From an optimization exercise on the open Yosys and OpenROAD flow, aimed at small area, a short achievable clock period and few clock cycles; shortcuts taken in it are not production practice. In this exercise RTL edits were held to simulation tests only and were not proved equivalent to the original. Power is estimated from default activity; no workload was simulated.

## flow/standard.sh

```bash
#!/bin/bash
# synth_recipe.tcl (not shown) runs the flow's synth.tcl, then flattens the netlist and writes it again
# the make line also repeats each setting of config.mk as NAME=value (left out here)
make -C /OpenROAD-flow-scripts/flow DESIGN_CONFIG=/design/flow/config.mk WORK_HOME=/design/flow/orfs CLKGATE_MAP_FILE= SYNTH_SCRIPT=/design/flow/synth_recipe.tcl "${@:-finish}"
```

## flow/constraint.sdc

```tcl
create_clock -name core_clock -period 10.0 [get_ports {CLK}]
set_input_delay 2.0000 -clock core_clock [delete_from_list [all_inputs] [get_ports {CLK}]]
set_output_delay 2.0000 -clock core_clock [all_outputs]
set_load 0.01 [all_outputs]
```

## flow/flow/run.sh

```bash
#!/bin/bash
set -euo pipefail
bash standard.sh SETUP_SLACK_MARGIN=6.5 finish > make_finish.log 2>&1
```

## flow/design.v

```verilog
module rvmyth(
   output [9:0] OUT,
   input CLK,
   input reset,
   output [7:0] imem_addr,
   input [31:0] imem_data,
   output dmem_wr_en,
   output [3:0] dmem_addr,
   output [31:0] dmem_wdata,
   input [31:0] dmem_rdata
);
   wire clk = CLK;
   reg  [9:0]  pc;
   reg         ex_wr;         
   reg         ex_ld;         
   reg         ex_st;         
   reg         ex_br;         
   reg         ex_jalr;       
   reg         ex_pred;       
   reg  [2:0]  ex_f3;
   reg  [4:0]  ex_rd;
   reg  [31:0] ex_a, ex_b;
   reg  [5:0]  ex_imm;        
   reg  [9:0]  ex_pc;
   reg         ex_lui, ex_auipc, ex_link;
   reg         ex_auipc_wr;   
   reg  [9:0]  ex_npc;        
   reg         ex_sub, ex_s_add, ex_s_slt, ex_s_sltu, ex_s_xor, ex_s_or, ex_s_and;
   reg         ex_s_sll, ex_s_srl, ex_s_sra, ex_sh5;
   reg         mem_wr, mem_ld, mem_st;
   reg  [4:0]  mem_rd;
   reg  [3:0]  mem_addr;
   reg  [31:0] mem_res;
   wire [31:0] wb_data = mem_ld ? dmem_rdata : mem_res;
   wire [31:0] xr [0:31];
   assign xr[0] = 32'd0;
   genvar gi;
   generate for (gi = 1; gi < 32; gi = gi + 1) begin : g_rf
      reg [31:0] r;
      always @(posedge clk)
         if (reset) r <= gi;
         else if (mem_wr && mem_rd == gi) r <= wb_data;
      assign xr[gi] = r;
   end endgenerate
   wire [31:0] ins = imem_data;
   wire [6:0]  op  = ins[6:0];
   wire [4:0]  op5 = ins[6:2];
   wire [2:0]  f3  = ins[14:12];
   wire        f7b = ins[30];
   wire [4:0]  rd  = ins[11:7];
   wire [4:0]  rs1 = ins[19:15];
   wire [4:0]  rs2 = ins[24:20];
   wire c_i = op5 == 5'b00000 || op5 == 5'b00001 || op5 == 5'b00100 || op5 == 5'b00110 || op5 == 5'b11001;
   wire c_r = op5 == 5'b01011 || op5 == 5'b10100 || op5 == 5'b01100 || op5 == 5'b01101;
   wire c_b = op5 == 5'b11000;
   wire c_u = op5 == 5'b00101 || op5 == 5'b01101;
   wire c_s = op5 == 5'b01000 || op5 == 5'b01001;
   wire c_j = op5 == 5'b11011;
   wire [31:0] imm = c_i ? {{21{ins[31]}}, ins[30:20]} :
                     c_s ? {{21{ins[31]}}, ins[30:25], ins[11:8], ins[7]} :
                     c_b ? {{20{ins[31]}}, ins[7], ins[30:25], ins[11:8], 1'b0} :
                     c_u ? {ins[31:12], 12'b0} :
                     c_j ? {{12{ins[31]}}, ins[19:12], ins[20], ins[30:21], 1'b0} : 32'b0;
   wire is_opi  = op == 7'b0010011;
   wire is_op   = op == 7'b0110011;
   wire is_bra  = op == 7'b1100011 && f3 != 3'b010 && f3 != 3'b011;
   wire is_jal  = op == 7'b1101111;
   wire is_jalr = op == 7'b1100111 && f3 == 3'b000;
   wire is_load = op == 7'b0000011;
   wire is_lui  = op == 7'b0110111;
   wire is_auipc= op == 7'b0010111;
   wire d_add  = (is_opi && f3 == 3'b000) || (is_op && f3 == 3'b000 && ins[31:25] == 7'b0000000) ||
                 (is_op && f3 == 3'b000 && ins[31:25] == 7'b0100000) || is_load || c_s;
   wire d_sub  = is_op && f3 == 3'b000 && f7b;
   wire d_slt  = (is_opi && f3 == 3'b010) || (is_op && f3 == 3'b010 && ins[31:25] == 7'b0);
   wire d_sltu = (is_opi && f3 == 3'b011) || (is_op && f3 == 3'b011 && ins[31:25] == 7'b0);
   wire d_xor  = (is_opi && f3 == 3'b100) || (is_op && f3 == 3'b100 && ins[31:25] == 7'b0);
   wire d_or   = (is_opi && f3 == 3'b110) || (is_op && f3 == 3'b110 && ins[31:25] == 7'b0);
   wire d_and  = (is_opi && f3 == 3'b111) || (is_op && f3 == 3'b111 && ins[31:25] == 7'b0);
   wire d_sll  = (is_opi || is_op) && f3 == 3'b001 && !f7b;
   wire d_srl  = (is_opi || is_op) && f3 == 3'b101 && !f7b;
   wire d_sra  = (is_opi || is_op) && f3 == 3'b101 && f7b;
   wire d_sh5  = is_opi ? (f3 == 3'b001 || (f3 == 3'b101 && !f7b)) : (f3 == 3'b101 && !f7b);
   wire rd_valid = c_r || c_i || c_u || c_j;
   wire rs1_used = !(c_u || c_j);
   wire rs2_used = op5 == 5'b01100 || c_s || c_b;
   wire stall = ex_ld && ex_rd != 5'd0 &&
                ((rs1_used && rs1 == ex_rd) || (rs2_used && rs2 == ex_rd));
   wire [31:0] ex_res;
   wire        ex_redirect;
   wire [9:0]  ex_target;
   wire [10:0] ex_pc4 = {1'b0, ex_pc} + 11'd4;
   wire [31:0] rf1 = xr[rs1];
   wire [31:0] rf2 = xr[rs2];
   wire fa_ex  = ex_wr && ex_rd == rs1;
   wire fb_ex  = ex_wr && ex_rd == rs2;
   wire fa_mem = mem_wr && mem_rd == rs1;
   wire fb_mem = mem_wr && mem_rd == rs2;
   wire [31:0] a_val = fa_ex ? ex_res : fa_mem ? wb_data : rf1;
   wire [31:0] b_reg = fb_mem ? wb_data : rf2;
   wire        b_ex  = rs2_used && fb_ex;
   wire [31:0] b_val = b_ex ? ex_res : rs2_used ? b_reg : imm;
   wire [10:0] pc4    = {1'b0, pc} + 11'd4;
   wire [9:0]  pc_imm = pc + imm[9:0];
   wire        pred   = is_bra && ins[31];
   wire        jalr_fast = is_jalr && ex_auipc_wr && ex_rd == rs1;
   wire [9:0]  jalr_tgt  = ex_pc + ins[29:20];
   wire        fd_jump = is_jal || pred;
   wire        go     = !reset && !ex_redirect && !stall;
   always @(posedge clk) begin
      if (reset)            pc <= 10'd0;
      else if (ex_redirect) pc <= ex_target;
      else if (stall)       pc <= pc;
      else if (jalr_fast)   pc <= jalr_tgt;
      else if (fd_jump)     pc <= pc_imm;
      else                  pc <= pc4[9:0];
   end
   always @(posedge clk) begin
      ex_wr   <= go && rd_valid && rd != 5'd0;
      ex_ld   <= go && is_load;
      ex_st   <= go && c_s;
      ex_br   <= go && is_bra;
      ex_jalr <= go && is_jalr && !jalr_fast;
      ex_auipc_wr <= go && is_auipc && rd != 5'd0;
      ex_pred <= pred;
      ex_f3   <= f3;
      ex_rd   <= rd;
      ex_a    <= a_val;
      ex_b    <= b_val;
      ex_imm  <= imm[5:0];
      ex_pc   <= pc;
      ex_lui  <= is_lui;
      ex_auipc <= is_auipc;
      ex_link <= is_jal || is_jalr;
      ex_npc  <= pred ? pc4[9:0] : pc_imm;
      ex_sub  <= d_sub || d_slt || d_sltu || is_bra;
      ex_s_add <= d_add || d_sub;
      ex_s_slt <= d_slt;
      ex_s_sltu <= d_sltu;
      ex_s_xor <= d_xor;
      ex_s_or  <= d_or;
      ex_s_and <= d_and;
      ex_s_sll <= d_sll;
      ex_s_srl <= d_srl;
      ex_s_sra <= d_sra;
      ex_sh5   <= d_sh5;
   end
   wire [31:0] bx = ex_b ^ {32{ex_sub}};
   wire [32:0] sum = {1'b0, ex_a} + {1'b0, bx} + {32'd0, ex_sub};
   wire ltu = !sum[32];
   wire lt  = (ex_a[31] != ex_b[31]) ? ex_a[31] : ltu;
   wire eq  = ex_a == ex_b;
   wire [5:0] sh = {ex_sh5 & ex_b[5], ex_b[4:0]};
   wire [31:0] a_rev, shr_rev;
   genvar gb;
   generate for (gb = 0; gb < 32; gb = gb + 1) begin : g_rev
      assign a_rev[gb] = ex_a[31-gb];
      assign shr_rev[gb] = shr[31-gb];
   end endgenerate
   wire [31:0] sh_in = ex_s_sll ? a_rev : ex_a;
   wire        fill  = ex_s_sra & ex_a[31];
   wire [63:0] shr64 = {{32{fill}}, sh_in} >> sh[4:0];
   wire [31:0] shr   = sh[5] ? {32{fill}} : shr64[31:0];
   assign ex_res = ({32{ex_s_add}}  & sum[31:0]) |
                   ({32{ex_s_slt}}  & {31'd0, lt}) |
                   ({32{ex_s_sltu}} & {31'd0, ltu}) |
                   ({32{ex_s_xor}}  & (ex_a ^ ex_b)) |
                   ({32{ex_s_or}}   & (ex_a | ex_b)) |
                   ({32{ex_s_and}}  & (ex_a & ex_b)) |
                   ({32{ex_s_sll}}  & shr_rev) |
                   ({32{ex_s_srl | ex_s_sra}} & shr) |
                   ({32{ex_lui}}    & {ex_b[31:12], 12'd0}) |
                   ({32{ex_auipc}}  & {ex_b[31:12], 2'b00, ex_pc}) |
                   ({32{ex_link}}   & {21'd0, ex_pc4});
   wire taken = (ex_f3 == 3'b000) ? eq :
                (ex_f3 == 3'b001) ? !eq :
                (ex_f3 == 3'b100) ? lt :
                (ex_f3 == 3'b101) ? !lt :
                (ex_f3 == 3'b110) ? ltu : !ltu;
   assign ex_redirect = ex_jalr || (ex_br && (taken != ex_pred));
   assign ex_target   = ex_jalr ? sum[9:0] : ex_npc;
   wire [5:0] maddr = ex_a[5:0] + ex_imm;
   always @(posedge clk) begin
      mem_wr   <= !reset && ex_wr;
      mem_ld   <= ex_ld;
      mem_st   <= !reset && ex_st;
      mem_rd   <= ex_rd;
      mem_addr <= maddr[5:2];
      mem_res  <= ex_st ? ex_b : ex_res;
   end
   assign imem_addr  = pc[9:2];
   assign dmem_wr_en = mem_st;
   assign dmem_addr  = mem_addr;
   assign dmem_wdata = mem_res;
   assign OUT        = xr[17][9:0];
endmodule
```

## flow/config.mk

```make
export PLATFORM = sky130hd
export DESIGN_NAME = rvmyth
export DESIGN_NICKNAME = rvmyth
export VERILOG_FILES = /design/flow/design.v
export SDC_FILE = /design/flow/constraint.sdc
export NUM_CORES = 4
export LEC_CHECK = 0
export CAP_MARGIN = 20
export CORE_MARGIN = 2
export CORE_UTILIZATION = 40
export PLACE_DENSITY = 0.55
export SLEW_MARGIN = 20
```

==> impl_metrics.py, run 1 <==
metrics = {
    "status": {
        "status": "finished clean",
    },
    "clock_network": {
        "clk_pin_slew_ps": 70,
        "cts_tree": "yes",
        "clk_latency_ps": 820,
        "cts_sinks": 1165,
        "cts_max_path_buffers": 3,
        "htreeDepth": 4,
        "root_buffer": "clkbuf_16",
        "cts_buffers": 133,
        "holdBufCountCts": 0,
    },
    "floorplan": {
        "core_area_um2": 148000,
        "fp-row-count": 141,
        "die_y_um": 390,
        "ios": 121,
        "die-area_um2": 152000,
        "die_w_um": 390,
        "initial_core_util_pct": 40.3,
    },
    "finish": {
        "post-route-util_pct": 53.0,
        "final_common_cell": "dfxtp_1",
        "drive_above_1_share_pct": 22.7,
        "nets": 7616,
        "mostFrequentLayoutCells": "1127 x dfxtp_1, 1030 x nor2_1, 920 x a211oi_1",
        "areaGrowthSynthToFinish_pct": 31.3,
    },
    "timing": {
        "post-route-min-period_ps": 4150,
        "max_slew_margin_pct": 10.2,
        "finalHoldViolCount": 0,
        "finalWorstSetupSlack_ps": 5850,
        "fin_worst_skew_ps": 38.4,
        "period_share_pct": 41.5,
        "rsz0062_at_grt": "true",
        "tns_ps": 0,
        "drv_slew": 0,
        "worst-slew-pin-transition_ps": 1350,
        "setup_viol": 0,
        "max_freq_mhz": 241,
    },
    "synthesis": {
        "synth_nets": 7385,
        "async_flop_share_pct": 0,
        "ys.flop_type": "dfxtp_1",
        "synth_area_per_cell_um2": 8.29,
        "yosys.area.top_type": "dfxtp_1",
        "synth_seq_area_share_pct": 39.1,
        "synth_area_leaders": "dfxtp_1 39%, a211oi_1 12%, a22oi_1 10%, nor2_1 7.1%, clkbuf_1 4.1%",
        "netlist_instances": 7197,
        "ys_ff_latch": 1165,
        "netlist_area_um2": 59600,
        "yosys_warnings": 1,
        "synth-edff-count": 0,
        "synth_top_area_share_pct": 39.1,
        "synth_cell_types": 83,
    },
    "detailed_routing": {
        "wl_um": 369000,
        "wl_per_cell_um": 38.9,
        "top_layer": "met5",
        "drtAntennaViolNets": 0,
        "routed_via_density": 7.12,
        "dr.pass1.iters": 12,
        "met1Wirelength_um": 128000,
        "drc_errors": 0,
        "vias": 67500,
        "dr_wl_met2_um": 145000,
        "wl_met3_um": 54300,
        "drt_iter0_markers": 13200,
    },
    "power": {
        "peakVddDrop_uv": 158,
        "clock_power_share_pct": 47.2,
        "p_switching_mw": 3.03,
        "p_seq_share_pct": 42.3,
        "p_sw_share_pct": 26.8,
        "p_leak_nw": 28.1,
        "power_density_nw_per_um2": 144,
        "p_comb_share_pct": 10.5,
        "power.internal_mw": 8.25,
    },
    "placement": {
        "hpwl_um": 206000,
        "place_ws_ps": 3080,
        "place.gp.congestion": 1.01,
        "port_buffers": 120,
    },
    "critical_path": {
        "crit_arrival_ps": 4890,
        "end_kind": "register",
        "critPathLaunchType": "primary input",
        "required_ps": 10740,
        "crit_fanout": 5,
        "r2r_setup_slack_ps": 6310,
        "path_class": "primary input to register",
        "rr_worst_depth": 13,
    },
    "grt": {
        "grt_usage_pct": 45.7,
        "grt_pass1_vias": 60300,
        "antenna_found_initial": 28,
        "grt-ovfl-total": 0,
        "grt_max_degree": 115,
        "grt_pass1_wl_um": 490000,
    },
    "run": {
        "cap_viol_max_count": 0,
    },
    "worst_hold_path": {
        "min_delay_path_depth": 0,
        "holdCritPathClass": "register to register",
    },
}
-- state kept, by name (all words and copies together), names as in the netlist, 3 cells and up --
signal    flops
ex_npc       10
mem_rd        5
ex_b         32
mem_res      32
mem_addr      4
pc           10
g_rf.r      992
ex_rd         5
ex_pc        10
ex_f3         3
ex_imm        6
ex_a         32
-- critical path: stages --
cell	delay (ps)
buf_12	110
mux2_4	340
o31ai_4	300
nand2_2	150
buf_6	140
buf_6	100
buf_6	100
buf_6	110
buf_6	110
buf_6	100
buf_6	100
buf_6	100
buf_6	100
buf_6	100
buf_6	100
buf_6	110
buf_6	110
buf_6	110
buf_6	100
buf_6	100
buf_6	110
nand3_4	50
o21a_1	120
-- per-stage QoR --
| stage | power [mW] | instances | hold slack (ps) | cell area (um2) |
|---|---|---|---|---|
| 6_report | 11.3 | 9477 | 417 | 78300 |
| 5_1_grt | 11.5 | 9467 | 427 | 78300 |
| 3_3_place_gp | 5.74 | 8705 | 403 | 63500 |
| 4_1_cts | 11.1 | 9280 | 419 | 74700 |
| 2_1_floorplan | 5.35 | 7197 | 331 | 61400 |
| 3_5_place_dp | 5.74 | 8710 | 401 | 63600 |
-- cells by family after synthesis --
kind of cell	share of synthesized area [%]
adder cells (fa/ha/maj)	2.63
buffers and inverters	5.61
AND/OR/NAND/NOR	16.1
multiplexers	4.09
XOR/XNOR	1.44
AO/OA/AOI/OAI	31.1
flip-flops	39.1
-- power groups by stage --
stage	sequential, mW	combinational, mW	clock (mW)
floorplan	4.83	0.514	0
global placement	4.87	0.871	0
detailed placement	4.87	0.877	0
CTS	4.77	1.03	5.30
global route	4.77	1.18	5.51
finish	4.77	1.18	5.32
-- layer usage --
metal  up-vias  GRT usage (%)
met5         -              0
met4        30           37.6
met3      2143           18.4
met2      5913           64.5
met1     31900           54.3
li1      27500              -
-- synth_stat cells, types with 7 or more instances --
cell type	n
buf_2	12
o21ai_0	133
clkbuf_1	659
buf_4	20
and2_1	19
nand2b_1	22
o21a_1	18
a221o_1	31
xor2_1	60
nand3b_1	9
a22oi_1	831
nand3_1	150
mux2i_1	112
a21o_1	19
mux2_2	32
a222oi_1	65
nor2_1	1121
o2111ai_1	7
a211o_1	7
dfxtp_1	1165
o21bai_1	7
or3_1	18
a22o_1	48
nand4_1	31
and3_1	18
nor4_1	81
nor3_1	81
buf_1	53
o211ai_1	94
o221ai_1	17
a21oi_1	155
a221oi_1	63
mux4_1	10
ha_1	119
nor2b_1	56
a211oi_1	928
mux4_2	31
nand2_1	620
o22ai_1	12
inv_1	112
or2_2	10
xnor2_1	38
o31ai_1	11
a31oi_1	16
-- final cells by class --
class | instances | area, um2
antenna | 12 | 30.0
clock buffer | 195 | 4050
clock inverter | 47 | 653
fill | 13600 | 69500
inverter | 112 | 424
multi-input combinational | 5178 | 37600
sequential | 1165 | 23400
tap | 1930 | 2410
timing repair buffer | 837 | 9750
timing repair inverter | 1 | 5.00
-- final timing paths --
kind | from | endpoint
max reg2reg | ex_a[28] | pc[1]
min | ex_rd[0] | mem_rd[0]
max | imem_data[4] | ex_b[1]
min reg2reg | ex_rd[0] | mem_rd[0]
-- what timing repair did --
| item | CTS | global route |
|---|---|---|
| setup endpoints to repair | 607 | 401 |
| gates resized for setup | 839 | 373 |
| gates cloned | 27 | 12 |
| pin swaps | 255 | 240 |
| setup buffers | 301 | 168 |
Testbench counts, summed over its fixed seeds: cycles 92,338.
==> run 2, diff against run 1 <==
--- a/flow/design.v
+++ b/flow/design.v
@@ -21,4 +21,5 @@
    reg  [4:0]  ex_rd;
-   reg  [31:0] ex_a, ex_b;
-   reg  [5:0]  ex_imm;        
+   reg  [31:0] ex_a;
+   reg  [31:0] ex_b;          
+   reg  [3:0]  ex_maddr;      
    reg  [9:0]  ex_pc;
@@ -29,7 +30,4 @@
    reg         ex_s_sll, ex_s_srl, ex_s_sra, ex_sh5;
-   reg         mem_wr, mem_ld, mem_st;
-   reg  [4:0]  mem_rd;
-   reg  [3:0]  mem_addr;
-   reg  [31:0] mem_res;
-   wire [31:0] wb_data = mem_ld ? dmem_rdata : mem_res;
+   wire [31:0] ex_res;
+   wire [31:0] wb_data = ex_ld ? dmem_rdata : ex_res;
    wire [31:0] xr [0:31];
@@ -41,3 +39,3 @@
          if (reset) r <= gi;
-         else if (mem_wr && mem_rd == gi) r <= wb_data;
+         else if (ex_wr && ex_rd == gi) r <= wb_data;
       assign xr[gi] = r;
@@ -84,10 +82,5 @@
    wire rd_valid = c_r || c_i || c_u || c_j;
-   wire rs1_used = !(c_u || c_j);
    wire rs2_used = op5 == 5'b01100 || c_s || c_b;
-   wire stall = ex_ld && ex_rd != 5'd0 &&
-                ((rs1_used && rs1 == ex_rd) || (rs2_used && rs2 == ex_rd));
-   wire [31:0] ex_res;
    wire        ex_redirect;
    wire [9:0]  ex_target;
-   wire [10:0] ex_pc4 = {1'b0, ex_pc} + 11'd4;
    wire [31:0] rf1 = xr[rs1];
@@ -96,10 +89,11 @@
    wire fb_ex  = ex_wr && ex_rd == rs2;
-   wire fa_mem = mem_wr && mem_rd == rs1;
-   wire fb_mem = mem_wr && mem_rd == rs2;
-   wire [31:0] a_val = fa_ex ? ex_res : fa_mem ? wb_data : rf1;
-   wire [31:0] b_reg = fb_mem ? wb_data : rf2;
+   wire [31:0] a_val = fa_ex ? wb_data : rf1;
    wire        b_ex  = rs2_used && fb_ex;
-   wire [31:0] b_val = b_ex ? ex_res : rs2_used ? b_reg : imm;
+   wire [31:0] b_val = b_ex ? wb_data : rs2_used ? rf2 : imm;
+   wire        fd_sub = d_sub || d_slt || d_sltu || is_bra;
+   wire        stall = (is_load || c_s) && fa_ex;
+   wire [5:0]  maddr = rf1[5:0] + imm[5:0];
    wire [10:0] pc4    = {1'b0, pc} + 11'd4;
-   wire [9:0]  pc_imm = pc + imm[9:0];
+   wire [9:0]  tgt_b  = pc + {ins[29:25], ins[11:8], 1'b0};
+   wire [9:0]  tgt_j  = pc + {ins[29:21], 1'b0};
    wire        pred   = is_bra && ins[31];
@@ -107,3 +101,2 @@
    wire [9:0]  jalr_tgt  = ex_pc + ins[29:20];
-   wire        fd_jump = is_jal || pred;
    wire        go     = !reset && !ex_redirect && !stall;
@@ -114,3 +107,4 @@
       else if (jalr_fast)   pc <= jalr_tgt;
-      else if (fd_jump)     pc <= pc_imm;
+      else if (is_jal)      pc <= tgt_j;
+      else if (pred)        pc <= tgt_b;
       else                  pc <= pc4[9:0];
@@ -128,4 +122,4 @@
       ex_a    <= a_val;
-      ex_b    <= b_val;
-      ex_imm  <= imm[5:0];
+      ex_b    <= b_val ^ {32{fd_sub}};
+      ex_maddr <= maddr[5:2];
       ex_pc   <= pc;
@@ -134,4 +128,4 @@
       ex_link <= is_jal || is_jalr;
-      ex_npc  <= pred ? pc4[9:0] : pc_imm;
-      ex_sub  <= d_sub || d_slt || d_sltu || is_bra;
+      ex_npc  <= pred ? pc4[9:0] : tgt_b;
+      ex_sub  <= fd_sub;
       ex_s_add <= d_add || d_sub;
@@ -147,7 +141,7 @@
    end
-   wire [31:0] bx = ex_b ^ {32{ex_sub}};
-   wire [32:0] sum = {1'b0, ex_a} + {1'b0, bx} + {32'd0, ex_sub};
+   wire [10:0] ex_pc4 = {1'b0, ex_pc} + 11'd4;
+   wire [32:0] sum = {1'b0, ex_a} + {1'b0, ex_b} + {32'd0, ex_sub};
    wire ltu = !sum[32];
-   wire lt  = (ex_a[31] != ex_b[31]) ? ex_a[31] : ltu;
-   wire eq  = ex_a == ex_b;
+   wire lt  = (ex_a[31] == ex_b[31]) ? ex_a[31] : ltu;
+   wire eq  = &(ex_a ^ ex_b);
    wire [5:0] sh = {ex_sh5 & ex_b[5], ex_b[4:0]};
@@ -181,15 +175,6 @@
    assign ex_target   = ex_jalr ? sum[9:0] : ex_npc;
-   wire [5:0] maddr = ex_a[5:0] + ex_imm;
-   always @(posedge clk) begin
-      mem_wr   <= !reset && ex_wr;
-      mem_ld   <= ex_ld;
-      mem_st   <= !reset && ex_st;
-      mem_rd   <= ex_rd;
-      mem_addr <= maddr[5:2];
-      mem_res  <= ex_st ? ex_b : ex_res;
-   end
    assign imem_addr  = pc[9:2];
-   assign dmem_wr_en = mem_st;
-   assign dmem_addr  = mem_addr;
-   assign dmem_wdata = mem_res;
+   assign dmem_wr_en = ex_st;
+   assign dmem_addr  = ex_maddr;
+   assign dmem_wdata = ex_b;
    assign OUT        = xr[17][9:0];
==> flow/flow/run.sh (replaced) <==
#!/bin/bash
set -euo pipefail
bash standard.sh SETUP_SLACK_MARGIN=6.0 MATCH_CELL_FOOTPRINT=0 \
  "BUFFER_PORTS_ARGS=-buffer_cell sky130_fd_sc_hd__buf_4" finish > make_finish.log 2>&1
--- a/flow/config.mk
+++ b/flow/config.mk
@@ -9,4 +9,4 @@
 export CORE_MARGIN = 2
-export CORE_UTILIZATION = 40
-export PLACE_DENSITY = 0.55
+export CORE_UTILIZATION = 30
+export PLACE_DENSITY = 0.45
 export SLEW_MARGIN = 20
==> impl_metrics.py, run 2 <==
metrics = {
    "finish": {
        "regMostFlops": "g_rf.r",
        "top_regs": "g_rf.r (992), ex_a (32), ex_b (32)",
        "post-route-util_pct": 36.2,
        "drive_above_1_share_pct": 14.6,
        "nets": 7616,
        "final_common_cell": "nand2_1",
        "mostFrequentLayoutCells": "1643 x nand2_1, 1089 x dfxtp_1, 895 x a21oi_1",
        "areaGrowthSynthToFinish_pct": 19.8,
        "instances_no_fill": 10100,
        "largest_register_ffs": 992,
        "fill_cells": 19800,
    },
    "timing": {
        "finalHoldViolCount": 0,
        "fin_worst_skew_ps": 36.1,
        "rsz0062_at_grt": "true",
        "drv_slew": 0,
        "post-route-min-period_ps": 4270,
        "max_freq_mhz": 234,
        "period_share_pct": 42.7,
        "worst-slew-pin-transition_ps": 1360,
        "setup_viol": 0,
        "finalWorstSetupSlack_ps": 5730,
        "max_slew_margin_pct": 8.56,
        "tns_ps": 0,
        "holdWs_ps": 351,
    },
    "status": {
        "status": "finished clean",
    },
    "floorplan": {
        "die_w_um": 445,
        "core_area_um2": 193000,
        "die-area_um2": 198000,
        "initial_core_util_pct": 30.2,
        "ios": 121,
        "die_y_um": 445,
        "fp-row-count": 161,
    },
    "placement": {
        "place.gp.congestion": 0.984,
        "place_inst": 9694,
        "port_buffers": 120,
        "hpwl_um": 230000,
        "place_ws_ps": 3990,
    },
    "detailed_routing": {
        "drtAntennaViolNets": 0,
        "drc_errors": 0,
        "routed_via_density": 6.65,
        "drt_iter0_markers": 12000,
        "wl_per_cell_um": 39.6,
        "dr.pass1.iters": 15,
        "vias": 67200,
        "wl_um": 399000,
    },
    "power": {
        "p_leak_nw": 23.3,
        "clock_power_share_pct": 48.3,
        "p_switching_mw": 2.92,
        "p_sw_share_pct": 27.1,
        "power_density_nw_per_um2": 154,
        "p_comb_share_pct": 9.2,
        "p_seq_share_pct": 42.6,
        "power.internal_mw": 7.83,
        "peakVddDrop_uv": 152,
    },
    "critical_path": {
        "end_kind": "register",
        "path_class": "primary input to register",
        "critPathLaunchType": "primary input",
        "required_ps": 10620,
        "crit_arrival_ps": 4890,
        "crit_fanout": 20,
        "r2r_setup_slack_ps": 6020,
    },
    "grt": {
        "grt_pass1_vias": 60400,
        "grt_pass1_wl_um": 529000,
        "grt_max_degree": 213,
        "antenna_found_initial": 28,
        "grt_usage_pct": 38.5,
        "grt-ovfl-total": 0,
    },
    "worst_hold_path": {
        "holdCritPathClass": "register to register",
    },
    "clock_network": {
        "clk_pin_slew_ps": 60,
        "htreeDepth": 4,
        "cts_sinks": 1118,
        "root_buffer": "clkbuf_16",
        "cts_buffers": 134,
        "cts_max_path_buffers": 3,
        "holdBufCountCts": 0,
        "clk_latency_ps": 820,
        "cts_tree": "yes",
    },
    "synthesis": {
        "yosys.area.top_type": "dfxtp_1",
        "synth-edff-count": 0,
        "synthMostInstantiatedCell": "nand2_1",
        "ys_ff_latch": 1118,
        "netlist_area_um2": 58200,
        "synth_nets": 7732,
        "synth_area_leaders": "dfxtp_1 38%, nand2_1 11%, a22oi_1 8.2%, a21oi_1 7.8%, clkbuf_1 3.9%",
        "netlist_instances": 7570,
        "netlist_top_cells_count": "1678 x nand2_1, 1118 x dfxtp_1, 913 x a21oi_1, 639 x a22oi_1, 604 x clkbuf_1",
        "synth_top_area_share_pct": 38.4,
        "ys.flop_type": "dfxtp_1",
        "synth_cell_types": 92,
        "async_flop_share_pct": 0,
        "yosys_warnings": 1,
        "synth_area_per_cell_um2": 7.69,
        "synth_seq_area_share_pct": 38.4,
    },
    "run": {
        "cap_viol_max_count": 0,
    },
}
[run 2: changes by cell type in the layout (fill, tap and decap cells not counted), sizes merged, moves of 90 or more]
| cell | delta |
|---|---|
| a211oi | -784 |
| a21oi | +760 |
| a221oi | +101 |
| a22o | +100 |
| a22oi | -192 |
| buf | -251 |
| mux2i | -90 |
| nand2 | +1065 |
| nor2 | -549 |
[run 2: final timing paths]
path                                    start         to  depth (start not counted)
worst max-delay path            imem_data[18]   ex_a[13]                         10
worst min-delay path                    pc[0]  ex_npc[0]                          0
worst max register to register        ex_b[3]    ex_b[9]                         14
worst min register to register          pc[0]  ex_npc[0]                          0
[run 2: stage by stage]
stage	power [mW]	instance area, um2
finish	10.7	69800
global route	10.9	69800
CTS	10.7	68400
detailed placement	5.52	62200
global placement	5.52	62100
floorplan	5.11	58700
[run 2: logic make-up after synthesis]
kind of cell | after synthesis | share of synthesized area (%)
compound gates | 2551 | 29.3
mux | 93 | 2.74
flops | 1118 | 38.4
buf+inv | 839 | 5.85
fa+ha+maj | 97 | 2.14
simple gates | 2774 | 20.0
xor+xnor | 98 | 1.47
[run 2: power groups by stage]
stage	clock network, mW	registers, mW	logic [mW]
2_1_floorplan	0	4.63	0.480
3_3_place_gp	0	4.67	0.847
3_5_place_dp	0	4.67	0.852
4_1_cts	5.21	4.57	0.899
5_1_grt	5.37	4.58	0.997
6_report	5.19	4.57	0.986
[run 2: repair_timing]
action | in CTS | in global routing
gates cloned | 6 | 10
gates resized for setup | 220 | 135
setup buffers | 71 | 62
setup endpoints to repair | 1033 | 454
pin swaps | 45 | 37
[run 2: cell type report]
cell class	count	area, um2	share of cell area [%]
Tap cell	2526	3160	4.53
Timing Repair Buffer	478	4780	6.86
Timing Repair inverter	1	5.00	0.00717
Clock buffer	198	4030	5.78
Inverter	104	409	0.586
Antenna cell	10	25.0	0.0359
Clock inverter	45	541	0.775
Multi-Input combinational cell	5617	34400	49.3
Sequential cell	1118	22400	32.2
[run 2: layer usage]
layer	GRT usage (%)	wire length, um	up-vias
li1	-	-	27100
met1	47.4	147000	32400
met2	55.4	161000	5740
met3	15.1	56100	1844
met4	24.8	34600	30
met5	1.22	688	-
[run 2: worst max-delay path: stages]
cell,delay (ps)
buf_16,120
buf_4,140
nand3_4,170
nor2_4,90
buf_4,360
a22o_1,320
a221oi_1,210
nand3_1,100
nor4_1,1130
o2bb2ai_1,210
Testbench counts of run 2, summed over its fixed seeds: cycles 91,774.
==> run 3, diff against run 2 <==
==> flow/flow/run.sh (replaced) <==
#!/bin/bash
set -euo pipefail
bash standard.sh SETUP_SLACK_MARGIN=6.3 MATCH_CELL_FOOTPRINT=0 \
  "BUFFER_PORTS_ARGS=-buffer_cell sky130_fd_sc_hd__buf_4" finish > make_finish.log 2>&1
==> impl_metrics.py, run 3 <==
metrics = {
    "critical_path": {
        "crit_arrival_ps": 4740,
        "required_ps": 10730,
        "cpPeakStageDelay_ps": 500,
        "critPathTopFamily": "simple AND/OR/NAND/NOR gates",
        "cp_num_cells": 13,
        "critPathBufInv": 3,
        "worst_path_max_delay_cell": "buf_8",
        "critPathLaunchType": "primary input",
        "path_class": "primary input to register",
        "crit_fanout": 24,
        "end_kind": "register",
        "rr_worst_depth": 12,
        "path_cells": "buf_12 -> inv_4 -> nand3_4 -> nor2_4 -> buf_8 -> a22oi_1 -> nand4_1 -> or3_4 -> ha_4 -> a31oi_4 -> o21ai_4 -> a21oi_2 -> xnor2_1",
    },
    "finish": {
        "final_common_cell": "nand2_1",
        "largest_register_ffs": 992,
        "final_area_um2": 74200,
        "regMostFlops": "g_rf.r",
        "drive_above_1_share_pct": 19.6,
        "areaGrowthSynthToFinish_pct": 27.4,
        "mostFrequentLayoutCells": "1631 x nand2_1, 1077 x dfxtp_1, 863 x a21oi_1",
        "top_regs": "g_rf.r (992), ex_a (32), ex_b (32)",
        "nets": 7843,
    },
    "synthesis": {
        "synth_cell_types": 92,
        "netlist_top_cells_count": "1678 x nand2_1, 1118 x dfxtp_1, 913 x a21oi_1, 639 x a22oi_1, 604 x clkbuf_1",
        "ys_ff_latch": 1118,
        "synth-edff-count": 0,
        "yosys.area.top_type": "dfxtp_1",
        "synth_area_leaders": "dfxtp_1 38%, nand2_1 11%, a22oi_1 8.2%, a21oi_1 7.8%, clkbuf_1 3.9%",
        "synth_top_area_share_pct": 38.4,
        "synthMostInstantiatedCell": "nand2_1",
        "synth_area_per_cell_um2": 7.69,
        "synth_nets": 7732,
        "yosys_warnings": 1,
        "synth_seq_area_share_pct": 38.4,
        "netlist_area_um2": 58200,
        "async_flop_share_pct": 0,
        "netlist_instances": 7570,
        "ys.flop_type": "dfxtp_1",
    },
    "clock_network": {
        "cts_tree": "yes",
        "cts_sinks": 1118,
        "holdBufCountCts": 0,
        "cts_max_path_buffers": 3,
        "cts_buffers": 135,
        "htreeDepth": 4,
        "clk_pin_slew_ps": 60,
        "root_buffer": "clkbuf_16",
        "clk_latency_ps": 840,
    },
    "detailed_routing": {
        "routed_via_density": 6.65,
        "drt_iter0_markers": 12500,
        "vias": 68600,
        "wl_um": 410000,
        "drc_errors": 0,
        "wl_per_cell_um": 39.7,
        "dr.pass1.iters": 14,
        "drtAntennaViolNets": 0,
    },
    "placement": {
        "dpl_cell_area_um2": 62400,
        "hpwl_um": 233000,
        "place.gp.congestion": 0.999,
        "port_buffers": 120,
    },
    "power": {
        "peakVddDrop_uv": 181,
        "power_density_nw_per_um2": 146,
        "p_leak_nw": 25.1,
    },
    "timing": {
        "tns_ps": 0,
        "rsz0062_at_grt": "true",
        "worst-slew-pin-transition_ps": 1300,
        "fin_worst_skew_ps": 48.3,
        "finalHoldViolCount": 0,
        "drv_slew": 0,
        "holdWs_ps": 361,
        "setup_viol": 0,
        "post-route-min-period_ps": 4010,
        "max_freq_mhz": 250,
        "period_share_pct": 40.1,
        "max_slew_margin_pct": 13.1,
    },
    "grt": {
        "grt_max_degree": 202,
        "grt-ovfl-total": 0,
        "grt_pass1_vias": 60800,
        "grt_pass1_wl_um": 534000,
        "antenna_found_initial": 24,
        "grt_usage_pct": 38.9,
    },
    "floorplan": {
        "fp-row-count": 161,
        "die_w_um": 445,
        "core_area_um2": 193000,
        "die-area_um2": 198000,
        "ios": 121,
        "die_y_um": 445,
        "initial_core_util_pct": 30.2,
    },
    "status": {
        "status": "finished clean",
    },
    "worst_hold_path": {
        "min_delay_path_depth": 0,
        "holdCritPathClass": "register to register",
    },
    "run": {
        "cap_viol_max_count": 0,
    },
}
==> run 3: worst reg2reg max path, stage by stage (launching register included) <==
cell	delay, ps
dfxtp_4	440
clkbuf_16	200
buf_12	110
xor2_1	200
mux2i_2	480
mux4_2	380
mux2i_1	100
a221oi_2	520
nand2_1	160
a32oi_2	280
buf_6	370
a21oi_2	140
xnor2_2	240
==> run 3: path summary, 6_finish.rpt <==
path,endpoint,slack [ps],start
worst max-delay path,ex_maddr[3],5990,imem_data[16]
worst min-delay path,ex_npc[0],360,pc[0]
worst max register to register,ex_b[11],6290,ex_b[0]
worst min register to register,ex_npc[0],360,pc[0]
==> run 3: stage by stage <==
stage / cells / power, mW / worst slack (ps) / util, %
floorplan: 7570 / 5.13 / 5740 / -
global placement: 9704 / 5.53 / 4130 / 32.4
detailed placement: 9704 / 5.53 / 4210 / 32.4
CTS: 10100 / 10.7 / 6140 / 36.7
global route: 10300 / 11.0 / 6020 / 38.4
finish: 10300 / 10.8 / 5990 / 38.5
==> run 3: repair_timing <==
item | in CTS | in global routing
buffers inserted | 170 | 152
setup endpoints to repair | 1080 | 753
endpoints found under the hold margin | 0 | 0
gates resized for setup | 482 | 345
gates cloned | 21 | 22
pin swaps | 94 | 141
==> run 3: cell families (layout without fill, tap and decap cells) <==
| family | count (synthesis) | after routing | synth area share (%) |
|---|---|---|---|
| compound gates | 2551 | 2553 | 29.3 |
| xor+xnor | 98 | 98 | 1.47 |
| fa+ha+maj | 97 | 97 | 2.14 |
| buf+inv | 839 | 1040 | 5.85 |
| flops | 1118 | 1118 | 38.4 |
| mux | 93 | 93 | 2.74 |
| other cells | 0 | 22 | 0 |
| simple gates | 2774 | 2778 | 20.0 |
==> run 3: metal layers <==
metal	vias up	part of all wire, %	global-route usage [%]
li1	27600	-	-
met1	33100	37	47.5
met2	6029	40	55.7
met3	1926	14	14.9
met4	18	8.8	27.8
met5	-	0.13	0.122
==> run 3: report_power, final <==
group	total, mW	leakage [nW]	internal (mW)	switching (mW)
combinational	1.12	13.8	0.382	0.737
clock	5.13	2.18	2.97	2.17
sequential	4.56	9.05	4.49	0.0708
total	10.8	25.1	7.84	2.97
==> run 3: final cells by class <==
cell class,instances,area (um2)
antenna,22,55.1
clock buffer,185,3840
clock inverter,48,592
fill,19500,119000
inverter,104,414
multi-input combinational,5619,35600
sequential,1118,22500
tap,2526,3160
timing repair buffer,701,8000
timing repair inverter,2,10.0
==> run 4, diff against run 3 <==
--- a/flow/design.v
+++ b/flow/design.v
@@ -27,2 +27,3 @@
    reg         ex_auipc_wr;   
+   reg         ex_addz;       
    reg  [9:0]  ex_npc;        
@@ -100,2 +101,5 @@
    wire        jalr_fast = is_jalr && ex_auipc_wr && ex_rd == rs1;
+   wire        ex_sum_zero = (ex_a ^ ex_b) == {ex_a[30:0] | ex_b[30:0], 1'b0};
+   wire        br_fast   = is_bra && f3[2:1] == 2'b00 && rs2 == 5'd0 && ex_addz && ex_rd == rs1;
+   wire        br_fast_t = f3[0] ^ ex_sum_zero;
    wire [9:0]  jalr_tgt  = ex_pc + ins[29:20];
@@ -108,2 +112,3 @@
       else if (is_jal)      pc <= tgt_j;
+      else if (br_fast)     pc <= br_fast_t ? tgt_b : pc4[9:0];
       else if (pred)        pc <= tgt_b;
@@ -115,5 +120,6 @@
       ex_st   <= go && c_s;
-      ex_br   <= go && is_bra;
+      ex_br   <= go && is_bra && !br_fast;
       ex_jalr <= go && is_jalr && !jalr_fast;
       ex_auipc_wr <= go && is_auipc && rd != 5'd0;
+      ex_addz <= go && rd != 5'd0 && ((is_opi && f3 == 3'b000) || (is_op && f3 == 3'b000 && ins[31:25] == 7'b0));
       ex_pred <= pred;
==> impl_metrics.py, run 4 <==
metrics = {
    "status": {
        "status": "finished clean",
    },
    "finish": {
        "regMostFlops": "g_rf.r",
        "drive_above_1_share_pct": 22.4,
        "instances_no_fill": 10600,
        "final_area_um2": 78400,
        "largest_register_ffs": 992,
        "top_regs": "g_rf.r (992), ex_a (32), ex_b (32)",
        "final_common_cell": "nand2_1",
        "areaGrowthSynthToFinish_pct": 30.0,
        "post-route-util_pct": 39.3,
        "mostFrequentLayoutCells": "1352 x nand2_1, 1072 x dfxtp_1, 657 x a22oi_1",
        "nets": 8009,
    },
    "power": {
        "p_switching_mw": 3.17,
        "p_seq_share_pct": 40.9,
        "p_leak_nw": 27.1,
        "peakVddDrop_uv": 221,
        "power.internal_mw": 8.04,
        "p_sw_share_pct": 28.3,
        "power_density_nw_per_um2": 143,
        "p_comb_share_pct": 12.0,
        "clock_power_share_pct": 47.0,
    },
    "floorplan": {
        "die_w_um": 452,
        "core_area_um2": 200000,
        "fp-row-count": 164,
        "die_y_um": 452,
        "die-area_um2": 204000,
        "ios": 121,
        "initial_core_util_pct": 30.2,
    },
    "timing": {
        "period_share_pct": 40.4,
        "tns_ps": 0,
        "max_slew_margin_pct": 14.3,
        "fin_worst_skew_ps": 47.3,
        "max_freq_mhz": 248,
        "finalWorstSetupSlack_ps": 5960,
        "setup_viol": 0,
        "drv_slew": 0,
        "worst-slew-pin-transition_ps": 1290,
        "rsz0062_at_grt": "true",
        "post-route-min-period_ps": 4040,
        "finalHoldViolCount": 0,
    },
    "detailed_routing": {
        "wl_per_cell_um": 42.4,
        "drt_iter0_markers": 13800,
        "routed_via_density": 6.83,
        "wl_um": 451000,
        "drc_errors": 0,
        "drtAntennaViolNets": 0,
        "vias": 72600,
        "dr.pass1.iters": 10,
    },
    "grt": {
        "grt-ovfl-total": 0,
        "grt_usage_pct": 41.2,
        "grt_pass1_vias": 64100,
        "antenna_found_initial": 40,
        "grt_max_degree": 187,
        "grt_pass1_wl_um": 580000,
    },
    "critical_path": {
        "r2r_setup_slack_ps": 6080,
        "critPathLaunchType": "primary input",
        "crit_arrival_ps": 4800,
        "crit_start": "imem_data[16]",
        "path_class": "primary input to register",
        "rr_worst_depth": 12,
        "endpoint": "ex_maddr[2]",
        "crit_fanout": 6,
        "required_ps": 10770,
        "reg2reg_from": "ex_b[16]",
        "end_kind": "register",
        "rr_endpoint": "pc[1]",
    },
    "synthesis": {
        "yosys.area.top_type": "dfxtp_1",
        "synth-edff-count": 0,
        "ys.flop_type": "dfxtp_1",
        "synth_nets": 7795,
        "synth_area_per_cell_um2": 7.90,
        "synth_area_leaders": "dfxtp_1 37%, nand2_1 8.9%, a22oi_1 8.5%, a21oi_1 5.9%, nand3b_1 4.0%",
        "synthMostInstantiatedCell": "nand2_1",
        "synth_cell_types": 102,
        "synth_top_area_share_pct": 37.2,
        "synth_seq_area_share_pct": 37.2,
        "async_flop_share_pct": 0,
        "netlist_top_cells_count": "1422 x nand2_1, 1119 x dfxtp_1, 705 x a21oi_1, 680 x a22oi_1, 585 x clkbuf_1",
        "ys_ff_latch": 1119,
        "netlist_instances": 7633,
        "netlist_area_um2": 60300,
        "yosys_warnings": 1,
    },
    "placement": {
        "place_inst": 9891,
        "place_ws_ps": 4150,
        "place.gp.congestion": 1.01,
        "dpl_cell_area_um2": 64500,
        "hpwl_um": 265000,
        "port_buffers": 120,
    },
    "clock_network": {
        "cts_tree": "yes",
        "cts_max_path_buffers": 3,
        "cts_buffers": 135,
        "htreeDepth": 4,
        "holdBufCountCts": 0,
        "clk_latency_ps": 870,
        "root_buffer": "clkbuf_16",
        "clk_pin_slew_ps": 60,
        "cts_sinks": 1119,
    },
    "worst_hold_path": {
        "holdCritPathClass": "register to register",
        "hp-start": "pc[0]",
    },
    "run": {
        "cap_viol_max_count": 0,
    },
}
-- run 4: power groups by stage --
stage / Sequential (mW) / Combinational, mW / Clock (mW)
after floorplan: 4.63 / 0.567 / 0
after global placement: 4.68 / 1.01 / 0
after detailed placement: 4.68 / 1.00 / 0
after CTS: 4.58 / 1.19 / 5.28
after global routing: 4.58 / 1.35 / 5.44
final: 4.58 / 1.35 / 5.27
-- run 4: per-layer routing --
metal / wire (um) / GRT usage [%] / vias to the layer above
met3: 65000 / 16.6 / 2135
li1: - / - / 28400
met1: 164000 / 50.1 / 35400
met5: 333 / 0 / -
met4: 42400 / 29.2 / 26
met2: 179000 / 58.7 / 6649
-- run 4: per-stage QoR --
stage / hold slack (ps) / power (mW)
after floorplan: 331 / 5.20
after global placement: 337 / 5.69
after detailed placement: 350 / 5.68
after CTS: 365 / 11.1
after global routing: 379 / 11.4
final: 365 / 11.2
-- run 4: critical path, cell delays in order --
cell and delay [ps]:
buf_16 120, or3b_4 260, buf_6 100, nor2_4 70, buf_12 140, buf_4 220, a22oi_2 240, nand3_1 140
or4_4 630, ha_4 330, a21oi_4 70, o21bai_1 240, xor2_1 220
-- run 4: cell type report --
type / instances / area, um2
Clock buffer: 192 / 3900
Sequential cell: 1119 / 22500
Antenna cell: 24 / 60.1
Fill cell: 20000 / 121000
Tap cell: 2656 / 3320
Clock inverter: 51 / 672
Timing Repair Buffer: 819 / 9450
Multi-Input combinational cell: 5653 / 38000
Inverter: 119 / 460
-- run 4: what timing repair did --
item | CTS | global route
resized for setup | 614 | 350
pin swaps | 123 | 183
setup buffers | 260 | 162
endpoints found under the setup margin | 1088 | 451
cloned | 32 | 21
-- run 4: kinds of logic after synthesis --
group	Yosys count	synth area share [%]
fa+ha+maj	97	2.07
simple gates	2740	21.3
flops	1119	37.2
mux	123	3.34
compound gates	2567	28.5
buf+inv	870	5.92
xor+xnor	117	1.70
-- run 4: worst min-delay path by stage --
| stage | to | cells past startpoint |
|---|---|---|
| 6_report | ex_npc[0] | 0 |
| 5_1_grt | ex_npc[0] | 0 |
| 4_1_cts | ex_npc[0] | 0 |
| 3_5_place_dp | ex_npc[0] | 0 |
| 3_3_place_gp | ex_npc[0] | 0 |
| 2_1_floorplan | ex_npc[0] | 0 |
Testbench counts of run 4, summed over its fixed seeds: cycles 90,365.
==> run 5, diff against run 4 <==
==> flow/flow/run.sh (replaced) <==
#!/bin/bash
set -euo pipefail
bash standard.sh SETUP_SLACK_MARGIN=6.0 MATCH_CELL_FOOTPRINT=0 \
  "BUFFER_PORTS_ARGS=-buffer_cell sky130_fd_sc_hd__buf_4" \
  "CTS_ARGS=-sink_clustering_enable -repair_clock_nets -dont_use_dummy_load -buf_list {sky130_fd_sc_hd__clkbuf_4 sky130_fd_sc_hd__clkbuf_8}" \
  finish > make_finish.log 2>&1
==> impl_metrics.py, run 5 <==
metrics = {
    "status": {
        "status": "finished clean",
    },
    "clock_network": {
        "root_buffer": "clkbuf_8",
        "cts_tree": "yes",
        "cts_max_path_buffers": 3,
        "holdBufCountCts": 0,
        "cts_buffers": 205,
        "clk_pin_slew_ps": 50,
        "clk_latency_ps": 1050,
        "htreeDepth": 4,
        "cts_sinks": 1119,
    },
    "finish": {
        "fill_cells": 20800,
        "drive_above_1_share_pct": 16.0,
        "top_regs": "g_rf.r (992), ex_a (32), ex_b (32)",
        "largest_register_ffs": 992,
        "post-route-util_pct": 35.1,
        "nets": 7740,
        "mostFrequentLayoutCells": "1384 x nand2_1, 1082 x dfxtp_1, 693 x a21oi_1",
        "final_common_cell": "nand2_1",
        "regMostFlops": "g_rf.r",
        "areaGrowthSynthToFinish_pct": 16.3,
    },
    "floorplan": {
        "die_y_um": 452,
        "initial_core_util_pct": 30.2,
        "core_area_um2": 200000,
        "die-area_um2": 204000,
        "die_w_um": 452,
        "fp-row-count": 164,
        "ios": 121,
    },
    "timing": {
        "tns_ps": 0,
        "fin_worst_skew_ps": 119,
        "max_freq_mhz": 244,
        "post-route-min-period_ps": 4100,
        "finalWorstSetupSlack_ps": 5900,
        "rsz0062_at_grt": "true",
        "setup_viol": 0,
        "finalHoldViolCount": 0,
        "worst-slew-pin-transition_ps": 1320,
        "drv_slew": 0,
        "max_slew_margin_pct": 11.1,
        "period_share_pct": 41.0,
    },
    "placement": {
        "hpwl_um": 270000,
        "place.gp.congestion": 0.992,
        "place_ws_ps": 4090,
        "port_buffers": 120,
    },
    "synthesis": {
        "yosys.area.top_type": "dfxtp_1",
        "synthMostInstantiatedCell": "nand2_1",
        "synth-edff-count": 0,
        "netlist_instances": 7633,
        "synth_cell_types": 102,
        "async_flop_share_pct": 0,
        "synth_top_area_share_pct": 37.2,
        "synth_nets": 7795,
        "ys.flop_type": "dfxtp_1",
        "synth_area_per_cell_um2": 7.90,
        "netlist_area_um2": 60300,
        "synth_area_leaders": "dfxtp_1 37%, nand2_1 8.9%, a22oi_1 8.5%, a21oi_1 5.9%, nand3b_1 4.0%",
        "ys_ff_latch": 1119,
        "yosys_warnings": 1,
        "synth_seq_area_share_pct": 37.2,
        "netlist_top_cells_count": "1422 x nand2_1, 1119 x dfxtp_1, 705 x a21oi_1, 680 x a22oi_1, 585 x clkbuf_1",
    },
    "critical_path": {
        "critPathLaunchType": "primary input",
        "end_kind": "register",
        "crit_arrival_ps": 4920,
        "path_class": "primary input to register",
        "crit_fanout": 23,
        "required_ps": 10820,
    },
    "grt": {
        "antenna_found_initial": 34,
        "grt_pass1_vias": 63200,
        "grt_pass1_wl_um": 570000,
        "grt-ovfl-total": 0,
        "grt_usage_pct": 40.4,
        "grt_max_degree": 204,
    },
    "power": {
        "p_switching_mw": 2.83,
        "p_sw_share_pct": 29.8,
        "power.internal_mw": 6.65,
        "clock_power_share_pct": 39.3,
        "finalPower_mw": 9.47,
        "p_seq_share_pct": 48.5,
        "p_leak_nw": 23.4,
        "power_density_nw_per_um2": 135,
        "p_comb_share_pct": 12.3,
        "peakVddDrop_uv": 162,
    },
    "run": {
        "cap_viol_max_count": 0,
    },
    "detailed_routing": {
        "vias": 69300,
        "dr.pass1.iters": 10,
        "drt_iter0_markers": 12800,
        "wl_um": 431000,
        "drc_errors": 0,
        "routed_via_density": 6.75,
        "drtAntennaViolNets": 0,
        "wl_per_cell_um": 42.1,
    },
    "worst_hold_path": {
        "holdCritPathClass": "register to register",
    },
}
## run 5: cell counts after synthesis
No cell type changed its count.
## run 5: power groups by stage
stage / Combinational (mW) / Sequential, mW / Clock [mW]
final: 1.16 / 4.59 / 3.72
after global routing: 1.17 / 4.59 / 3.91
after CTS: 1.08 / 4.59 / 3.74
after detailed placement: 1.00 / 4.68 / 0
after global placement: 1.01 / 4.68 / 0
after floorplan: 0.550 / 4.63 / 0
## run 5: layout make-up
class / count / area, um2 / area share (%)
Antenna cell: 24 / 60.1 / 0.0857
Clock buffer: 205 / 2820 / 4.03
Inverter: 119 / 450 / 0.643
Multi-Input combinational cell: 5649 / 36500 / 52.0
Sequential cell: 1119 / 22500 / 32.1
Tap cell: 2656 / 3320 / 4.74
Timing Repair Buffer: 484 / 4500 / 6.42
## run 5: critical path: stages
cell and delay, ps:
buf_6 180, or3b_2 600, nor2_4 320, buf_6 500, a22oi_1 260, nand2_1 150, nor4_1 80, a21oi_2 390
a21o_1 130, mux2i_1 80, xnor2_1 160
## run 5: through the flow
step	hold slack [ps]	instances	instance area (um2)
after floorplan	331	7633	60500
after global placement	337	9879	64200
after detailed placement	347	9885	64300
after CTS	353	10200	69200
after global routing	358	10200	70000
final	352	10300	70100
## run 5: worst paths after layout
check / start / slack [ps] / cells after the start / to
min reg2reg: pc[0] / 350 / 0 / ex_npc[0]
max reg2reg: ex_b[0] / 5990 / 11 / ex_b[29]
max: imem_data[23] / 5900 / 11 / ex_b[9]
min: pc[0] / 350 / 0 / ex_npc[0]
## run 5: cells by family (layout without fill, tap and decap cells)
family,Yosys count,count (layout),synth area share [%]
buf+inv,870,808,5.92
compound gates,2567,2569,28.5
simple gates,2740,2742,21.3
fa+ha+maj,97,97,2.07
flops,1119,1119,37.2
mux,123,124,3.34
xor+xnor,117,117,1.70
other cells,0,24,0
## run 5: layer usage
layer / global-route usage, % / wire length (um) / vias up
met1: 49.7 / 160000 / 33800
li1: - / - / 27700
met5: 0 / 376 / -
met2: 58.2 / 175000 / 5997
met4: 27.0 / 37000 / 18
met3: 15.6 / 58600 / 1809
## run 5: repair_timing
| item | in CTS | in global routing |
|---|---|---|
| buffers inserted | 94 | 38 |
| cloned | 5 | 4 |
| setup endpoints to repair | 1014 | 361 |
| gates resized for setup | 262 | 115 |
| pin swaps | 53 | 25 |
==> run 6, diff against run 5 <==
--- a/flow/flow/run.sh
+++ b/flow/flow/run.sh
@@ -2,3 +2,3 @@
 set -euo pipefail
-bash standard.sh SETUP_SLACK_MARGIN=6.0 MATCH_CELL_FOOTPRINT=0 \
+bash standard.sh SETUP_SLACK_MARGIN=6.4 MATCH_CELL_FOOTPRINT=0 \
   "BUFFER_PORTS_ARGS=-buffer_cell sky130_fd_sc_hd__buf_4" \
==> impl_metrics.py, run 6 <==
metrics = {
    "floorplan": {
        "die-area_um2": 204000,
        "die_w_um": 452,
        "fp-row-count": 164,
        "die_y_um": 452,
        "core_area_um2": 200000,
        "initial_core_util_pct": 30.2,
        "ios": 121,
    },
    "synthesis": {
        "synth_nets": 7795,
        "yosys_warnings": 1,
        "ys.flop_type": "dfxtp_1",
        "synth_cell_types": 102,
        "netlist_top_cells_count": "1422 x nand2_1, 1119 x dfxtp_1, 705 x a21oi_1, 680 x a22oi_1, 585 x clkbuf_1",
        "ys_ff_latch": 1119,
        "netlist_instances": 7633,
        "synth-xor-area-share_pct": 1.70,
        "synth_seq_area_share_pct": 37.2,
        "synth_top_area_share_pct": 37.2,
        "synthMostInstantiatedCell": "nand2_1",
        "async_flop_share_pct": 0,
        "yosys.area.top_type": "dfxtp_1",
        "synth-simple-area-share_pct": 21.3,
        "synthAdderAreaFrac_pct": 2.07,
        "synth_area_per_cell_um2": 7.90,
        "synth_top_family_by_area": "compound AO/OA/AOI/OAI gates",
        "muxShareOfSynthArea_pct": 3.34,
        "synth-edff-count": 0,
        "synth-compound-area-share_pct": 28.5,
        "netlist_area_um2": 60300,
        "synth_area_leaders": "dfxtp_1 37%, nand2_1 8.9%, a22oi_1 8.5%, a21oi_1 5.9%, nand3b_1 4.0%",
    },
    "finish": {
        "final_common_cell": "nand2_1",
        "regMostFlops": "g_rf.r",
        "final_area_um2": 77100,
        "instances_no_fill": 10500,
        "largest_register_ffs": 992,
        "multiInputGateArea_um2": 38700,
        "regArea_um2": 22600,
        "top_regs": "g_rf.r (992), ex_a (32), ex_b (32)",
        "nets": 8013,
        "fill_cells": 20300,
        "areaGrowthSynthToFinish_pct": 28.0,
        "drive_above_1_share_pct": 23.3,
        "post-route-util_pct": 38.6,
        "mostFrequentLayoutCells": "1350 x nand2_1, 1043 x dfxtp_1, 671 x a22oi_1",
    },
    "power": {
        "p_switching_mw": 2.89,
        "p_leak_nw": 26.5,
        "finalPower_mw": 9.67,
        "peakVddDrop_uv": 154,
        "power_density_nw_per_um2": 125,
        "p_seq_share_pct": 47.5,
        "p_comb_share_pct": 14.3,
        "clock_power_share_pct": 38.2,
        "power.internal_mw": 6.78,
        "p_sw_share_pct": 29.9,
    },
    "timing": {
        "finalHoldViolCount": 0,
        "holdWs_ps": 363,
        "post-route-min-period_ps": 3890,
        "fin_worst_skew_ps": 159,
        "period_share_pct": 38.9,
        "worst-slew-pin-transition_ps": 1280,
        "max_freq_mhz": 257,
        "setup_viol": 0,
        "drv_slew": 0,
        "tns_ps": 0,
        "max_slew_margin_pct": 14.8,
        "finalWorstSetupSlack_ps": 6110,
        "rsz0062_at_grt": "true",
    },
    "detailed_routing": {
        "wl_per_cell_um": 42.8,
        "routed_via_density": 6.84,
        "drt_iter0_markers": 13400,
        "drc_errors": 0,
        "wl_um": 452000,
        "drtAntennaViolNets": 0,
        "dr.pass1.iters": 10,
        "vias": 72100,
    },
    "worst_hold_path": {
        "holdCritPathClass": "register to register",
    },
    "critical_path": {
        "required_ps": 10820,
        "end_kind": "register",
        "crit_fanout": 8,
        "path_class": "register to register",
        "crit_top_cell": "buf_12",
        "worst_path_max_delay_cell": "o211ai_1",
        "crit_arrival_ps": 4710,
        "path_cells": "buf_12 -> buf_12 -> fa_2 -> inv_2 -> fa_2 -> nand2b_4 -> a211oi_4 -> o31ai_4 -> buf_4 -> a21oi_2 -> buf_6 -> o211ai_1 -> o311ai_4 -> o22ai_4 -> buf_12 -> clkbuf_16 -> o21ai_0",
        "critPathLaunchType": "register",
        "cpPeakStageDelay_ps": 460,
    },
    "clock_network": {
        "clk_pin_slew_ps": 60,
        "clk_latency_ps": 1060,
        "htreeDepth": 4,
        "root_buffer": "clkbuf_8",
        "cts_tree": "yes",
        "cts_max_path_buffers": 3,
        "cts_buffers": 204,
        "cts_sinks": 1119,
    },
    "status": {
        "status": "finished clean",
    },
    "placement": {
        "hpwl_um": 271000,
        "place.gp.congestion": 1.02,
        "place_inst": 9876,
        "dpl_cell_area_um2": 64400,
        "port_buffers": 120,
        "place_ws_ps": 4050,
    },
    "grt": {
        "grt_pass1_wl_um": 580000,
        "grt_max_degree": 236,
        "antenna_found_initial": 36,
        "grt_pass1_vias": 64600,
        "grt-ovfl-total": 0,
        "grt_usage_pct": 41.2,
    },
    "run": {
        "cap_viol_max_count": 0,
    },
}
[run 6: cell counts after synthesis]
No cell type changed its count.
[run 6: logic make-up (layout without fill, tap and decap cells)]
| kind of cell | after synthesis | in the layout |
|---|---|---|
| and+or+nand+nor | 2740 | 2745 |
| AOI/OAI and AO/OA | 2567 | 2568 |
| DFF | 1119 | 1119 |
| buffers and inverters | 870 | 1080 |
| muxes | 123 | 123 |
| xor gates and xnor gates | 117 | 117 |
| adders and majority gates | 97 | 97 |
| other | 0 | 37 |
[run 6: area by class of cell]
type | instances | area share (%)
Inverter | 119 | 0.605
Multi-Input combinational cell | 5650 | 50.2
Clock buffer | 204 | 3.64
Sequential cell | 1119 | 29.3
Antenna cell | 37 | 0.120
Timing Repair Buffer | 757 | 11.8
Tap cell | 2656 | 4.31
[run 6: per-layer routing]
metal	vias to the layer above	share of wire, %	wire, um	global-route usage (%)
li1	28300	-	-	-
met1	35100	37	166000	50.2
met2	6602	40	179000	58.9
met3	2108	14	64700	16.0
met4	22	9.2	41700	28.8
met5	-	0.098	442	1.00
[run 6: power by group through the flow]
stage          logic, mW  clock network, mW  registers (mW)
2_1_floorplan      0.578                  0            4.63
3_3_place_gp        1.00                  0            4.69
3_5_place_dp        1.00                  0            4.69
4_1_cts             1.17               3.71            4.59
5_1_grt             1.39               3.88            4.59
6_report            1.38               3.70            4.59
[run 6: worst paths after layout]
path / startpoint / end / slack (ps) / cells past startpoint
min reg2reg: pc[0] / ex_npc[0] / 360 / 0
min: pc[0] / ex_npc[0] / 360 / 0
max reg2reg: ex_b[0] / g_rf[28].r[26] / 6110 / 17
max: ex_b[0] / g_rf[28].r[26] / 6110 / 17
[run 6: timing repair]
| action | 4_1_cts | 5_1_grt |
|---|---|---|
| buffers inserted | 207 | 152 |
| hold buffers | 0 | 0 |
| setup endpoints to repair | 1122 | 713 |
| pin swaps | 113 | 256 |
| gates cloned | 27 | 38 |
| gates resized for setup | 654 | 728 |
[run 6: critical path: cells and delay by family, from the launching register on]
family,cells,cell delay (ps)
flops,1,350
buf+inv,7,1050
compound gates,7,1550
fa+ha+maj,2,570
simple gates,1,160
==> run 7, diff against run 6 <==
--- a/flow/flow/run.sh
+++ b/flow/flow/run.sh
@@ -2,3 +2,3 @@
 set -euo pipefail
-bash standard.sh SETUP_SLACK_MARGIN=6.4 MATCH_CELL_FOOTPRINT=0 \
+bash standard.sh SETUP_SLACK_MARGIN=6.2 MATCH_CELL_FOOTPRINT=0 \
   "BUFFER_PORTS_ARGS=-buffer_cell sky130_fd_sc_hd__buf_4" \
==> impl_metrics.py, run 7 <==
metrics = {
    "status": {
        "status": "finished clean",
    },
    "power": {
        "finalPower_mw": 9.54,
        "power_density_nw_per_um2": 133,
        "p_leak_nw": 24.2,
        "peakVddDrop_uv": 161,
    },
    "finish": {
        "regMostFlops": "g_rf.r",
        "final_common_cell": "nand2_1",
        "areaGrowthSynthToFinish_pct": 19.4,
        "top_regs": "g_rf.r (992), ex_a (32), ex_b (32)",
        "drive_above_1_share_pct": 17.5,
        "fill_cells": 20600,
        "largest_register_ffs": 992,
        "multiInputGateArea_um2": 36900,
        "post-route-util_pct": 36.0,
        "final_area_um2": 72000,
        "regArea_um2": 22500,
        "instances_no_fill": 10300,
        "nets": 7820,
        "mostFrequentLayoutCells": "1380 x nand2_1, 1068 x dfxtp_1, 690 x a21oi_1",
    },
    "critical_path": {
        "critPathLaunchType": "primary input",
        "end_kind": "register",
        "crit_arrival_ps": 4790,
        "path_class": "primary input to register",
        "required_ps": 10830,
        "crit_fanout": 7,
    },
    "floorplan": {
        "die_w_um": 452,
        "fp-row-count": 164,
        "core_area_um2": 200000,
        "die-area_um2": 204000,
        "initial_core_util_pct": 30.2,
        "ios": 121,
        "die_y_um": 452,
    },
    "grt": {
        "grt_pass1_wl_um": 564000,
        "grt_max_degree": 197,
        "grt-ovfl-total": 0,
        "antenna_found_initial": 20,
        "grt_usage_pct": 40.0,
        "grt_pass1_vias": 63600,
    },
    "clock_network": {
        "cts_buffers": 204,
        "htreeDepth": 4,
        "cts_max_path_buffers": 3,
        "cts_tree": "yes",
        "clk_pin_slew_ps": 60,
        "clk_latency_ps": 1050,
        "root_buffer": "clkbuf_8",
        "cts_sinks": 1119,
    },
    "detailed_routing": {
        "routed_via_density": 6.75,
        "dr.pass1.iters": 11,
        "drtAntennaViolNets": 0,
        "drc_errors": 0,
        "wl_um": 431000,
        "vias": 69700,
        "drt_iter0_markers": 12600,
        "wl_per_cell_um": 41.8,
    },
    "synthesis": {
        "synth_area_per_cell_um2": 7.90,
        "synth_seq_area_share_pct": 37.2,
        "yosys.area.top_type": "dfxtp_1",
        "netlist_area_um2": 60300,
        "synth-edff-count": 0,
        "synth_top_area_share_pct": 37.2,
        "yosys_warnings": 1,
        "synth_cell_types": 102,
        "async_flop_share_pct": 0,
        "synth_area_leaders": "dfxtp_1 37%, nand2_1 8.9%, a22oi_1 8.5%, a21oi_1 5.9%, nand3b_1 4.0%",
        "netlist_instances": 7633,
        "synthMostInstantiatedCell": "nand2_1",
        "ys.flop_type": "dfxtp_1",
        "synth_nets": 7795,
        "ys_ff_latch": 1119,
        "netlist_top_cells_count": "1422 x nand2_1, 1119 x dfxtp_1, 705 x a21oi_1, 680 x a22oi_1, 585 x clkbuf_1",
    },
    "placement": {
        "place.gp.congestion": 0.999,
        "port_buffers": 120,
        "place_ws_ps": 4100,
        "hpwl_um": 268000,
        "dpl_cell_area_um2": 64400,
        "place_inst": 9882,
    },
    "timing": {
        "finalHoldViolCount": 0,
        "finalWorstSetupSlack_ps": 6040,
        "tns_ps": 0,
        "setup_viol": 0,
        "fin_worst_skew_ps": 133,
        "drv_slew": 0,
        "worst-slew-pin-transition_ps": 1270,
        "holdWs_ps": 357,
        "max_slew_margin_pct": 15.6,
        "rsz0062_at_grt": "true",
        "period_share_pct": 39.6,
        "max_freq_mhz": 253,
        "post-route-min-period_ps": 3960,
    },
    "worst_hold_path": {
        "holdCritPathClass": "register to register",
    },
    "run": {
        "cap_viol_max_count": 0,
    },
}
-- run 7: changes by cell type in the layout (fill, tap and decap cells not counted), moves of 39 or more --
cell     delta
o21ai_0   +145
o21ai_2   -101
buf_12     -57
buf_4      -47
a21oi_1    +43
dfxtp_4    -41
buf_6      -40
o21ai_1    -40
a21oi_2    -39
-- run 7: cell families (layout without fill, tap and decap cells) --
group,after synthesis,after routing,share of synthesized area (%)
AND/OR/NAND/NOR,2740,2745,21.3
AO/OA/AOI/OAI,2567,2570,28.5
flip-flops,1119,1119,37.2
buffers and inverters,870,885,5.92
multiplexers,123,123,3.34
XOR/XNOR,117,117,1.70
adder cells (fa/ha/maj),97,97,2.07
other,0,17,0
-- run 7: final timing paths --
check,slack (ps),cells after the start,startpoint,end
worst min register to register,360,0,pc[0],ex_npc[0]
worst max register to register,6140,11,ex_a[15],pc[1]
worst max-delay path,6040,11,imem_data[19],pc[7]
worst min-delay path,360,0,pc[0],ex_npc[0]
-- run 7: critical path: stages --
cell     delay (ps)
buf_16          130
xnor2_2         390
nand3_2         270
or4_4           700
nor2_4          190
buf_6           110
mux2_4          200
nor3_4           50
o31ai_2         290
o21ai_1          90
a221o_1         340
-- run 7: layer usage --
layer	vias to the layer above	share of wire, %	GRT usage (%)
met4	15	8.9	27.8
met5	-	0.059	0.350
met3	1880	14	15.3
li1	27800	-	-
met2	6131	40	57.0
met1	33900	37	49.3
-- run 7: area by class of cell --
| class | instances | share of cell area (%) |
|---|---|---|
| inverters | 119 | 0.631 |
| well taps | 2656 | 4.62 |
| diodes | 17 | 0.0591 |
| repair buffers | 562 | 8.29 |
| multi-input cells | 5652 | 51.3 |
| clock buffers | 204 | 3.90 |
| flip-flops and latches | 1119 | 31.2 |
-- run 7: timing repair --
action                                   CTS  global route
pin swaps                                 69            64
cloned                                    11            12
hold endpoints to repair                   0             0
endpoints found under the setup margin  1083           619
resized for setup                        353           224
buffers inserted                         140            61
hold buffers                               0             0
-- run 7: report_power, final --
part / switching, mW / internal (mW) / leakage [nW]
clock: 1.94 / 1.78 / 1.47
combinational: 0.825 / 0.403 / 13.6
sequential: 0.0896 / 4.50 / 9.05
total: 2.85 / 6.68 / 24.2

-- separate check: timing with driven ports --
The results above use ideal ports. As a check the final layouts listed here were re-extracted and re-timed, cells and wires unchanged.
Step 1 assumes that a clkbuf_16 drives the clock port and a buf_2 every other input.
Step 2 adds t to the input delays and takes it off the output delays; t is the mean of the earliest and latest rising clock arrival at the registers after step 1. Input paths then give back, and output paths get back, about the clock's delay inside the block.
Slacks: ideal / step 1 / step 2; pairs: ideal / step 1.
run | t (ns) | slack for setup (ns) | worst setup path at the end | worst register clock-pin slew, ns
run 1 | 0.883 | 5.850 / 5.865 / 4.982 | input to register | 0.07 / 0.07
run 2 | 0.892 | 5.727 / 5.701 / 4.809 | input to register | 0.06 / 0.06
run 3 | 0.909 | 5.993 / 5.994 / 5.085 | input to register | 0.07 / 0.07
run 4 | 0.935 | 5.963 / 5.872 / 4.936 | input to register | 0.07 / 0.07
run 5 | 1.075 | 5.897 / 5.827 / 4.753 | input to register | 0.07 / 0.07
run 6 | 1.081 | 6.107 / 6.053 / 5.071 | input to register | 0.07 / 0.07
run 7 | 1.079 | 6.043 / 5.994 / 4.915 | input to register | 0.07 / 0.07
After both steps every run listed still meets setup and hold. The setup slack of run 5, which loses most, moves by -0.070 ns with the drivers and by -1.144 ns with both steps.
